This design comes from an exercise in tuning for small area, a short achievable clock period and few clock cycles per item on the open sky130 flow, not from production work.
RTL that was checked went through simulation tests only; none was proved equivalent to the original.
Power figures rest on the tool's default switching activity, not on a simulated workload.

==> flow/design.v <==
module mac_cell #(
    parameter int CW = 4,                
    localparam int NC = 16 / CW          
) (
    input  logic              clk_i,
    input  logic              v_i,       
    input  logic              clr_i,     
    input  logic [3:0]        x_i,
    input  logic [7:0]        w_i,
    output logic [15:0]       acc_o,     
    output logic [NC-1:0]     cy_o       
);
  wire one0 = v_i & x_i[0];
  wire two0 = v_i & x_i[1] & ~x_i[0];
  wire neg0 = v_i & x_i[1];
  wire one1 = v_i & (x_i[2] ^ x_i[1]);
  wire two1 = v_i & ((x_i[3] & ~x_i[2] & ~x_i[1]) | (~x_i[3] & x_i[2] & x_i[1]));
  wire neg1 = v_i & x_i[3];
  wire [8:0] ws = {w_i[7], w_i};
  wire [8:0] m0 = ({9{one0}} & ws) | ({9{two0}} & {w_i, 1'b0});
  wire [8:0] m1 = ({9{one1}} & ws) | ({9{two1}} & {w_i, 1'b0});
  wire [9:0] p0 = {m0[8], m0} ^ {10{neg0}};   
  wire [9:0] p1 = {m1[8], m1} ^ {10{neg1}};   
  wire [15:0] xa = {{6{p0[9]}}, p0};
  wire [15:0] ya = {{4{p1[9]}}, p1, 2'b00};
  logic [15:0]   acc_q;
  logic [NC-1:0] cy_q;
  wire  [15:0]   a  = clr_i ? 16'd0 : acc_q;
  wire  [NC-1:0] ci = clr_i ? '0 : cy_q;
  logic [15:0] s, c;
  always_comb begin
    s = '0;
    c = '0;
    s[0] = a[0]; c[0] = xa[0];
    s[1] = a[1]; c[1] = xa[1];
    c[2] = neg1;
    for (int i = 2; i < 16; i++) begin
      s[i] = a[i] ^ xa[i] ^ ya[i];
      if (i < 15) c[i+1] = (a[i] & xa[i]) | (a[i] & ya[i]) | (xa[i] & ya[i]);
    end
  end
  logic [15:0]   sum;
  logic [NC-1:0] co;
  always_comb begin
    for (int k = 0; k < NC; k++) begin
      logic cc;
      cc = (k == 0) ? neg0 : ci[k];
      for (int i = k * CW; i < (k + 1) * CW; i++) begin
        sum[i] = s[i] ^ c[i] ^ cc;
        cc     = (s[i] & c[i]) | (s[i] & cc) | (c[i] & cc);
      end
      co[k] = cc;
    end
  end
  always_ff @(posedge clk_i) begin
    acc_q <= sum;
    cy_q  <= {co[NC-2:0], 1'b0};
  end
  assign acc_o = acc_q;
  assign cy_o  = cy_q;
endmodule
module mac_resolve #(
    parameter int CW = 4,
    localparam int NC = 16 / CW
) (
    input  logic [15:0]   acc_i,
    input  logic [NC-1:0] cy_i,
    output logic [15:0]   y_o
);
  logic [15:0] cv;
  always_comb begin
    cv = '0;
    for (int k = 1; k < NC; k++) cv[k*CW] = cy_i[k];
  end
  assign y_o = acc_i + cv;
endmodule
module sa_top (
    input  logic          clk_i,
    input  logic          rst_ni,
    input  logic          s_valid_i,
    input  logic          s_last_i,
    input  logic          m_ready_i,
    output logic          s_ready_o,
    output logic          m_valid_o,
    output logic          m_last_o,
    input  logic [ 15:0]  sx_data_i,
    input  logic [ 63:0]  sk_data_i,
    output logic [ 63:0]  m_data_o
);
  localparam int R  = 4;
  localparam int C  = 8;
  localparam int CW = 1;   
  localparam int NC = 16 / CW;
  logic adv_q;   
  wire  adv_n;
  logic [15:0] x0;
  logic [63:0] w0;
  logic        v0, l0;
  logic [2:0]  cnt;   
  wire hold = l0 && (cnt != 3'd7);
  wire go0  = v0 && !hold;   
  assign s_ready_o = adv_q && !(v0 && hold);
  always_ff @(posedge clk_i)
    if (s_ready_o) begin
      x0 <= sx_data_i;
      w0 <= sk_data_i;
      l0 <= s_last_i;
    end
  always_ff @(posedge clk_i)
    if (!rst_ni) v0 <= 1'b0;
    else if (s_ready_o) v0 <= s_valid_i;
  always_ff @(posedge clk_i)
    if (!rst_ni) cnt <= 3'd7;
    else if (adv_q) begin
      if (go0 && l0) cnt <= 3'd0;
      else if (cnt != 3'd7) cnt <= cnt + 3'd1;
    end
  logic [C:1]  vs, ls;
  logic [15:0] xs [1:C-1];
  logic [7:0]  ws [1:C-1][1:C-1];   
  always_ff @(posedge clk_i)
    if (!rst_ni) vs <= '0;
    else if (adv_q) vs <= {vs[C-1:1], go0};
  always_ff @(posedge clk_i)
    if (adv_q) ls <= {ls[C-1:1], l0};
  for (genvar j = 1; j < C; j++) begin : g_stage
    always_ff @(posedge clk_i)
      if (adv_q) xs[j] <= (j == 1) ? x0 : xs[j-1];
    for (genvar c = j; c < C; c++) begin : g_w
      always_ff @(posedge clk_i)
        if (adv_q) ws[j][c] <= (j == 1) ? w0[8*c +: 8] : ws[j-1][c];
    end
  end
  logic [15:0]   acc [C][R];
  logic [NC-1:0] cy  [C][R];
  logic [C-1:0]  fc;   
  logic [C-1:0] act_q;
  wire       v0_n   = s_ready_o ? s_valid_i : v0;
  wire       l0_n   = s_ready_o ? s_last_i : l0;
  wire [2:0] cnt_n  = !adv_q ? cnt : (go0 && l0) ? 3'd0 : (cnt != 3'd7) ? cnt + 3'd1 : cnt;
  wire       go0_n  = v0_n && !(l0_n && (cnt_n != 3'd7));
  wire [C-1:1] vs_n = adv_q ? {vs[C-2:1], go0} : vs[C-1:1];
  always_ff @(posedge clk_i)
    if (!rst_ni) act_q <= '0;
    else act_q <= {C{adv_n}} & {vs_n, go0_n};
  for (genvar c = 0; c < C; c++) begin : g_col
    wire        vc = act_q[c];
    wire        lc = (c == 0) ? l0 : ls[c];
    wire [15:0] xc = (c == 0) ? x0 : xs[c];
    wire [7:0]  wc = (c == 0) ? w0[7:0] : ws[c][c];
    always_ff @(posedge clk_i)
      if (!rst_ni) fc[c] <= 1'b1;
      else if (vc) fc[c] <= lc;
    for (genvar r = 0; r < R; r++) begin : g_row
      mac_cell #(.CW(CW)) u_mac (
          .clk_i(clk_i),
          .v_i  (vc),
          .clr_i(vc && fc[c]),
          .x_i  (xc[4*r +: 4]),
          .w_i  (wc),
          .acc_o(acc[c][r]),
          .cy_o (cy[c][r])
      );
    end
  end
  wire [C-1:0] sel = vs[C:1] & ls[C:1];
  logic [15:0]   macc [R];
  logic [NC-1:0] mcy  [R];
  logic [63:0]   pd;
  always_comb begin
    for (int r = 0; r < R; r++) begin
      macc[r] = '0;
      mcy[r]  = '0;
      for (int c = 0; c < C; c++) begin
        macc[r] = macc[r] | ({16{sel[c]}} & acc[c][r]);
        mcy[r]  = mcy[r]  | ({NC{sel[c]}} & cy[c][r]);
      end
    end
  end
  for (genvar r = 0; r < R; r++) begin : g_res
    mac_resolve #(.CW(CW)) u_res (.acc_i(macc[r]), .cy_i(mcy[r]), .y_o(pd[16*r +: 16]));
  end
  wire push = adv_q && |sel;
  wire pl   = sel[C-1];
  wire pop  = m_valid_o && m_ready_i;
  logic        hv, sv, hl, sl;
  logic [63:0] hd, sd;
  wire take = !hv || pop;   
  always_ff @(posedge clk_i)
    if (!rst_ni) begin
      hv <= 1'b0;
      sv <= 1'b0;
    end else if (take) begin
      hv <= sv || push;
      sv <= sv && push;
    end else begin
      sv <= sv || push;
    end
  always_ff @(posedge clk_i)
    if (take) begin
      hd <= sv ? sd : pd;
      hl <= sv ? sl : pl;
    end
  always_ff @(posedge clk_i)
    if (push && !(take && !sv)) begin
      sd <= pd;
      sl <= pl;
    end
  wire hv_n = take ? (sv || push) : hv;
  wire sv_n = take ? (sv && push) : (sv || push);
  assign adv_n = !(hv_n && sv_n);
  always_ff @(posedge clk_i)
    if (!rst_ni) adv_q <= 1'b1;
    else adv_q <= adv_n;
  assign m_valid_o = hv;
  assign m_last_o  = hl;
  assign m_data_o  = hd;
endmodule
clock: 4.2 ns
lec_check: 0
abc_clock_period_in_ps: 2200
cap_margin: 20
core_margin: 2
core_utilization: 40
place_density: 0.6
setup_slack_margin: 1.9
slew_margin: 20
run.sh (not shown) runs the stock make flow with config.mk's settings and CLKGATE_MAP_FILE= SYNTH_SCRIPT=/design/flow/synth_recipe.tcl, a recipe that flattens the netlist after the stock synthesis.
Edit:
--- a/flow/design.v
+++ b/flow/design.v
@@ -90,5 +90,5 @@
   localparam int R  = 4;
   localparam int C  = 8;
-  localparam int CW = 1;   
+  localparam int CW = 2;   
   localparam int NC = 16 / CW;
   logic adv_q;   
Wire length decreases by roughly a tenth.
Final area decreases by roughly a tenth.
Die area decreases by roughly a tenth.
Core utilization increases by 0.94 points.
Global-route usage decreases by 0.86 points.
Area after synthesis decreases by roughly a tenth.
No run of this note included a check of the RTL's function; only the layout flow was run.

========
job 101:
Another version of the RTL of sa_top (not shown whole).
Size in the first run: roughly 7,300 cells after synthesis, ~1,500 flip-flops, roughly 150 I/O pins.
==> flow/design.v (excerpt) <==
module sa_top (
    input  logic          clk_i,
    input  logic          rst_ni,
    input  logic          s_valid_i,
    input  logic          s_last_i,
    input  logic          m_ready_i,
    output logic          s_ready_o,
    output logic          m_valid_o,
    output logic          m_last_o,
    input  logic [ 15:0]  sx_data_i,
    input  logic [ 63:0]  sk_data_i,
    output logic [ 63:0]  m_data_o
);
==> flow/config.mk <==
export PLATFORM = sky130hd
export DESIGN_NAME = sa_top
export DESIGN_NICKNAME = sa_top
export VERILOG_FILES = /design/flow/design.v
export SDC_FILE = /design/flow/constraint.sdc
export NUM_CORES = 4
export LEC_CHECK = 0
export CAP_MARGIN = 20
export CORE_MARGIN = 2
export CORE_UTILIZATION = 40
export PLACE_DENSITY = 0.6
export SETUP_SLACK_MARGIN = 1.45
export SLEW_MARGIN = 20
==> flow/constraint.sdc <==
create_clock -name core_clock -period 4.2 [get_ports {clk_i}]
set_input_delay 0.8400 -clock core_clock [delete_from_list [all_inputs] [get_ports {clk_i}]]
set_output_delay 0.8400 -clock core_clock [all_outputs]
set_load 0.01 [all_outputs]
Testbench counts of job 101, summed over its fixed seeds: cycles 5,488, items 384.
Edits applied to the flow inputs when going from job 101 to job 103:
--- a/flow/design.v
+++ b/flow/design.v
@@ -12,64 +12,61 @@
 module mac_cell #(
     parameter int CW = 4,                
     localparam int NC = 16 / CW          
 ) (
     input  logic              clk_i,
     input  logic              v_i,       
     input  logic              clr_i,     
     input  logic [5:0]        xe_i,      
     input  logic [7:0]        w_i,
     output logic [15:0]       acc_o,     
     output logic [NC-1:0]     cy_o       
 );
-  wire neg0 = xe_i[0];
+  wire neg0 = v_i & xe_i[0];
   wire one0 = v_i & xe_i[1];
   wire two0 = v_i & xe_i[2];
-  wire neg1 = xe_i[3];
+  wire neg1 = v_i & xe_i[3];
   wire one1 = v_i & xe_i[4];
   wire two1 = v_i & xe_i[5];
   wire [8:0] ws = {w_i[7], w_i};
   wire [8:0] m0 = ({9{one0}} & ws) | ({9{two0}} & {w_i, 1'b0});
   wire [8:0] m1 = ({9{one1}} & ws) | ({9{two1}} & {w_i, 1'b0});
   wire [9:0] p0 = {m0[8], m0} ^ {10{neg0}};   
   wire [9:0] p1 = {m1[8], m1} ^ {10{neg1}};   
-  wire [15:0] xa = {{6{p0[9]}}, p0};
-  wire [15:0] ya = {{4{p1[9]}}, p1, 2'b00};
+  wire [15:0] xa = {4'b0000, v_i & ~p0[9], p0[9], p0[9], p0[8:0]};
+  wire [15:0] ya = {4'b0000, v_i & ~p1[9], p1[8:0], 2'b00};
   logic [15:0]   acc_q;
   logic [NC-1:0] cy_q;
   wire  [15:0]   a  = clr_i ? 16'd0 : acc_q;
   wire  [NC-1:0] ci = clr_i ? '0 : cy_q;
   logic [15:0] s, c;
   always_comb begin
     s = '0;
     c = '0;
     s[0] = a[0]; c[0] = xa[0];
     s[1] = a[1]; c[1] = xa[1];
     c[2] = neg1;
     for (int i = 2; i < 16; i++) begin
       s[i] = a[i] ^ xa[i] ^ ya[i];
       if (i < 15) c[i+1] = (a[i] & xa[i]) | (a[i] & ya[i]) | (xa[i] & ya[i]);
     end
   end
   logic [15:0]   sum;
   logic [NC-1:0] co;
   always_comb begin
     for (int k = 0; k < NC; k++) begin
-      logic cc;
-      cc = (k == 0) ? neg0 : ci[k];
-      for (int i = k * CW; i < (k + 1) * CW; i++) begin
-        sum[i] = s[i] ^ c[i] ^ cc;
-        cc     = (s[i] & c[i]) | (s[i] & cc) | (c[i] & cc);
-      end
-      co[k] = cc;
+      logic [CW:0] t;
+      t = {1'b0, s[k*CW +: CW]} + {1'b0, c[k*CW +: CW]} + ((k == 0) ? {{CW{1'b0}}, neg0} : {{CW{1'b0}}, ci[k]});
+      sum[k*CW +: CW] = t[CW-1:0];
+      co[k] = t[CW];
     end
   end
   always_ff @(posedge clk_i) begin
     acc_q <= sum;
     cy_q  <= {co[NC-2:0], 1'b0};
   end
   assign acc_o = acc_q;
   assign cy_o  = cy_q;
 endmodule
 module mac_resolve #(
     parameter int CW = 4,
     localparam int NC = 16 / CW
@@ -108,32 +105,38 @@
   logic [63:0] w0;
   logic        v0, l0;
   logic [2:0]  cnt;   
   wire hold = l0 && (cnt != 3'd7);
   wire go0  = v0 && !hold;   
   logic rdy_q;   
   assign s_ready_o = rdy_q;
   logic [23:0] xenc;
   for (genvar r = 0; r < R; r++) begin : g_enc
     booth_enc u_enc (.x_i(sx_data_i[4*r +: 4]), .xe_o(xenc[6*r +: 6]));
   end
   always_ff @(posedge clk_i)
-    if (s_ready_o) begin
+    if (s_ready_o || !v0) begin
       x0 <= xenc;
       w0 <= sk_data_i;
       l0 <= s_last_i;
     end
   always_ff @(posedge clk_i)
     if (!rst_ni) v0 <= 1'b0;
     else if (s_ready_o) v0 <= s_valid_i;
+  logic [3:0] nbeat, kmod;
+  always_ff @(posedge clk_i)
+    if (!rst_ni) nbeat <= 4'd0;
+    else if (adv_q && go0) nbeat <= l0 ? 4'd0 : nbeat + 4'd1;
+  always_ff @(posedge clk_i)
+    if (adv_q && go0 && l0) kmod <= nbeat + 4'd1;
   always_ff @(posedge clk_i)
     if (!rst_ni) cnt <= 3'd7;
     else if (adv_q) begin
       if (go0 && l0) cnt <= 3'd0;
       else if (cnt != 3'd7) cnt <= cnt + 3'd1;
     end
   logic [C-1:1] vs, ls;
   logic [23:0] xs [1:C-1];
   logic [7:0]  ws [1:C-1][1:C-1];   
   always_ff @(posedge clk_i)
     if (!rst_ni) vs <= '0;
     else if (adv_q) vs <= {vs[C-2:1], go0};
@@ -210,29 +213,31 @@
     end
   end
   logic          pv, pl;
   logic [15:0]   pacc [R];
   logic [NC-1:0] pcy  [R];
   logic [63:0]   pres;
   for (genvar r = 0; r < R; r++) begin : g_res
     mac_resolve #(.CW(CW)) u_res (.acc_i(pacc[r]), .cy_i(pcy[r]), .y_o(pres[16*r +: 16]));
   end
   always_ff @(posedge clk_i)
     if (push)
       for (int r = 0; r < R; r++) begin
-        pacc[r] <= macc[r];
+        pacc[r] <= {macc[r][15:12] - kmod, macc[r][11:0]};
         pcy[r]  <= mcy[r];
       end
   always_ff @(posedge clk_i)
-    if (push) pl <= sel[C-1];
+    if (push) begin
+      pl  <= sel[C-1];
+    end
   logic        hv, sv, hl, sl;
   logic [63:0] hd, sd;
   wire take  = !hv || m_ready_i;     
   wire pmove = pv && (take || !sv);  
   always_ff @(posedge clk_i)
     if (take) begin
       hd <= sv ? sd : pres;
       hl <= sv ? sl : pl;
     end
   always_ff @(posedge clk_i)
     if (pmove && !(take && !sv)) begin
       sd <= pres;
## What came out
Maximum fanout count along the critical path (lower): job 101. Net switching power of the design shrinks by more than a quarter when moving from job 101 to job 103. Looking at number of standard-cell rows in the floorplan across job 103 and job 101, the one that comes out lower is job 103. Changes observed in job 103 relative to job 101: overall routed net length went up by 4.5%, fraction of area in non-clock buffers climbed 1.3 points, worst-case setup margin in the final layout fell by 90 ps. Job 103 against job 101; non-clock buffer count is up by more than 10%. Measured against each other, job 103 and job 101 differ in cell internal power dissipation, the lower figure coming from job 103. Slowest stage cell on the critical path: sky130_fd_sc_hd__nand4_1 -> job 103, sky130_fd_sc_hd__edfxtp_1 -> job 101.
No functional check of the RTL was part of job 103.

==> port drivers added, routing unchanged <==
How much do the figures lean on ideal ports? The routed layouts below were timed once more, with nothing changed but the port constraints. Step 1: set_driving_cell puts a clkbuf_16 on clk_i and a buf_2 on each other input, an assumption about the parent block. Step 2 moves the port delays by t, midway between the first and last clock arrival at a register: inputs arrive t later, outputs are due t later. That takes back most of the time a late clock gives input paths. a / b / c = no drivers / after step 1 / after step 2; a / b = the first two.
run	t (ns)	setup WS [ns]	worst slew at a driven data input, ns
the first run of note 1	0.983	0.539 / 0.539 / 0.539	0.09
the second run of note 1	0.924	0.704 / 0.704 / 0.704	0.06
job 101	0.910	1.459 / 1.459 / 1.070	0.20
job 103	0.926	1.369 / 1.369 / 1.369	0.06
After both steps setup and hold are still met in every run listed. For job 101, which loses most, drivers alone change the setup slack by 0.000 ns; drivers and shift together by -0.389 ns.
